Background: an optimization exercise with open tools, aiming at small area. Do not read the settings as production practice. Only simulation tests tie the RTL to the original design; equivalence was not proved. No driver is modelled on the clock port, so clock power and skew are understated where the tree is cut down; a real chip needs a root buffer or a tree. Power figures rest on the tool's default switching activity, not on a simulated workload.

==> flow/design.v (excerpt) <==
module top (
   input wire mclk,
   input wire rst,
   input wire sensor_clk,
   input wire detecto,
   output wire [1:0] filtro_sel,
   output wire pwm_out1,
   output wire pwm_out2,
   output wire motor1,
   output wire motor2,
   output wire motor3,
   output wire motor4,
   output wire motor5,
   output wire motor6,
   output wire motor7,
   output wire motor8
);
For scale: ~270 cells after synthesis, roughly 89 flip-flops, about 16 I/O pins, about 2800 µm² of cells after synthesis.
==> flow/config.mk <==
export PLATFORM = sky130hd
export DESIGN_NAME = top
export DESIGN_NICKNAME = top
export VERILOG_FILES = /design/flow/design.v
export SDC_FILE = /design/flow/constraint.sdc
export NUM_CORES = 4
export LEC_CHECK = 0
export CAP_MARGIN = 20
export CORE_MARGIN = 2
export CORE_UTILIZATION = 40
export SLEW_MARGIN = 20
==> flow/constraint.sdc <==
create_clock -name core_clock -period 5.0 [get_ports {mclk}]
set_input_delay 1.0000 -clock core_clock [delete_from_list [all_inputs] [get_ports {mclk}]]
set_output_delay 1.0000 -clock core_clock [all_outputs]
set_load 0.01 [all_outputs]
standard.sh (not shown) runs the stock make flow with config.mk's settings and CLKGATE_MAP_FILE= SYNTH_SCRIPT=/design/flow/synth_recipe.tcl, a recipe that flattens the netlist after the stock synthesis.
==> flow/flow/run.sh <==
#!/bin/bash
# Standard ORFS layout, with two changes:
#  - ports are buffered with sky130_fd_sc_hd__buf_1 instead of the default buffer;
#  - the clock tree is a single level of CLK_K clock buffers (CLK_BUF), each driving one
#    placement cluster of registers, built by flow/clock_tree.tcl in place of TritonCTS.
set -euo pipefail
export RECOVER_POWER=100
export BUFFER_PORTS_ARGS="-buffer_cell sky130_fd_sc_hd__buf_1"
export PRE_CTS_TCL="$PWD/flow/clock_tree.tcl"
export CLK_K="${CLK_K:-3}"
export CLK_BUF="${CLK_BUF:-sky130_fd_sc_hd__clkbuf_16}"
bash standard.sh finish > standard.log 2>&1
==> flow/flow/clock_tree.tcl <==
# Replaces TritonCTS: cluster the register clock pins by placement (k-means) and drive each
# cluster from its own clock buffer, placed at the cluster's centre. The clock port drives
# only these buffers, so every register sees one buffer between the port and its clock pin.
set K $::env(CLK_K)
set clk_net [[ord::get_db_block] findNet mclk]
set pts {}
foreach it [$clk_net getITerms] {
  set b [[$it getInst] getBBox]
  lappend pts [list [expr {([$b xMin] + [$b xMax]) / 2000.0}] \
                    [expr {([$b yMin] + [$b yMax]) / 2000.0}] [$it getName]]
}
set pts [lsort -real -index 0 $pts]
set cs {}
for {set i 0} {$i < $K} {incr i} {
  lappend cs [lrange [lindex $pts [expr {($i * [llength $pts] + [llength $pts] / 2) / $K}]] 0 1]
}
for {set iter 0} {$iter < 50} {incr iter} {
  set asg {}
  foreach p $pts {
    set best 0
    set bd 1e18
    for {set i 0} {$i < $K} {incr i} {
      set c [lindex $cs $i]
      set d [expr {abs([lindex $p 0] - [lindex $c 0]) + abs([lindex $p 1] - [lindex $c 1])}]
      if {$d < $bd} { set bd $d; set best $i }
    }
    lappend asg $best
  }
  set ncs {}
  for {set i 0} {$i < $K} {incr i} {
    set sx 0; set sy 0; set n 0
    foreach p $pts a $asg {
      if {$a == $i} { set sx [expr {$sx + [lindex $p 0]}]; set sy [expr {$sy + [lindex $p 1]}]; incr n }
    }
    if {$n} { lappend ncs [list [expr {$sx / $n}] [expr {$sy / $n}]] } else { lappend ncs [lindex $cs $i] }
  }
  set cs $ncs
}
for {set i 0} {$i < $K} {incr i} {
  set pins {}
  foreach p $pts a $asg { if {$a == $i} { lappend pins [get_pins [lindex $p 2]] } }
  if {[llength $pins] == 0} { continue }
  puts "clock cluster $i: [llength $pins] registers at [lindex $cs $i]"
  insert_buffer -buffer_cell $::env(CLK_BUF) -net mclk -load_pins $pins \
    -location [lindex $cs $i] -buffer_name clkbuf_leaf_$i -net_name clknet_leaf_$i
}
# The tree is built; the CTS step then only marks the clock as propagated.
proc clock_tree_synthesis { args } {
  puts "clock tree built by clock_tree.tcl"
  set_propagated_clock [all_clocks]
}
The first run finished but failed the layout checks on max-capacitance violations, max-slew violations.
Change:
==> flow/flow/run.sh (replaced) <==
#!/bin/bash
# Standard ORFS layout, with two changes:
#  - ports are buffered with sky130_fd_sc_hd__buf_1 instead of the default buffer;
#  - the clock tree is a single level of CLK_K clock buffers, each driving one
#    placement cluster of registers, built by flow/clock_tree.tcl in place of TritonCTS;
#    each buffer starts as CLK_BUF and is sized up until its estimated slew is under
#    CLK_SLEW_TARGET ns.
set -euo pipefail
export BUFFER_PORTS_ARGS="-buffer_cell sky130_fd_sc_hd__buf_1"
export PRE_CTS_TCL="$PWD/flow/clock_tree.tcl"
export CLK_K=3
export CLK_BUF=sky130_fd_sc_hd__buf_8
export CLK_SLEW_TARGET=0.125
bash standard.sh finish > standard.log 2>&1
--- a/flow/flow/clock_tree.tcl
+++ b/flow/flow/clock_tree.tcl
@@ -38,2 +38,3 @@
 }
+set first_pins {}
 for {set i 0} {$i < $K} {incr i} {
@@ -43,4 +44,28 @@
   puts "clock cluster $i: [llength $pins] registers at [lindex $cs $i]"
+  lappend first_pins [lindex $pins 0]
   insert_buffer -buffer_cell $::env(CLK_BUF) -net mclk -load_pins $pins \
     -location [lindex $cs $i] -buffer_name clkbuf_leaf_$i -net_name clknet_leaf_$i
+}
+set sizes {sky130_fd_sc_hd__buf_8 sky130_fd_sc_hd__buf_12 sky130_fd_sc_hd__buf_16}
+set target $::env(CLK_SLEW_TARGET)
+set_propagated_clock [all_clocks]
+for {set pass 0} {$pass < 3} {incr pass} {
+  estimate_parasitics -placement
+  set i 0
+  foreach fp $first_pins {
+    set net [get_nets -of_objects $fp]
+    set inst [get_cells -of_objects [get_pins -of_objects $net -filter "direction==output"]]
+    incr i
+    set mx 0
+    foreach p [get_pins -of_objects $net -filter "direction==input"] {
+      set s [get_property $p slew_max]
+      if {$s > $mx} { set mx $s }
+    }
+    set cell [get_property $inst ref_name]
+    puts "clock buffer $i: $cell, estimated register clock slew $mx"
+    set idx [lsearch $sizes $cell]
+    if {$mx > $target && $idx >= 0 && $idx < [llength $sizes] - 1} {
+      replace_cell $inst [lindex $sizes [expr {$idx + 1}]]
+    }
+  }
 }
Result:
- With this change the flow passed the timing, design-rule and antenna checks
- via count went down slightly
- final area is unchanged
- flip-flop and latch count stays the same
- hold slack barely changes
- utilization stays the same
- worst setup slack improves by 0.82 ns
- global-route usage is about the same
- combinational power came out higher slightly
In every run of this note, the design's own scripts or RTL, not TritonCTS, make the clock network.

==> afterwards: timing with drivers on the ports <==
The results above use ideal ports. As a check the final layouts listed here were re-extracted and re-timed, cells and wires unchanged. Step 1, drivers: a clkbuf_16 drives mclk and a buf_2 each remaining input, both assumed. Step 2 also shifts input and output timing later by t, the mid clock arrival at the registers, as if the neighbouring blocks saw the same clock. Three values: ideal ports, drivers, drivers and shift; two values: the first two.
| run | t, ns | slack for setup (ns) | worst setup path at the end |
|---|---|---|---|
| the first run | 0.225 | 2.211 / 2.255 / 2.031 | input to register |
| the second run | 0.204 | 3.030 / 3.077 / 2.873 | input to register |
The setup slack of the first run, which loses most, moves by +0.044 ns with the drivers and by -0.180 ns with both steps.
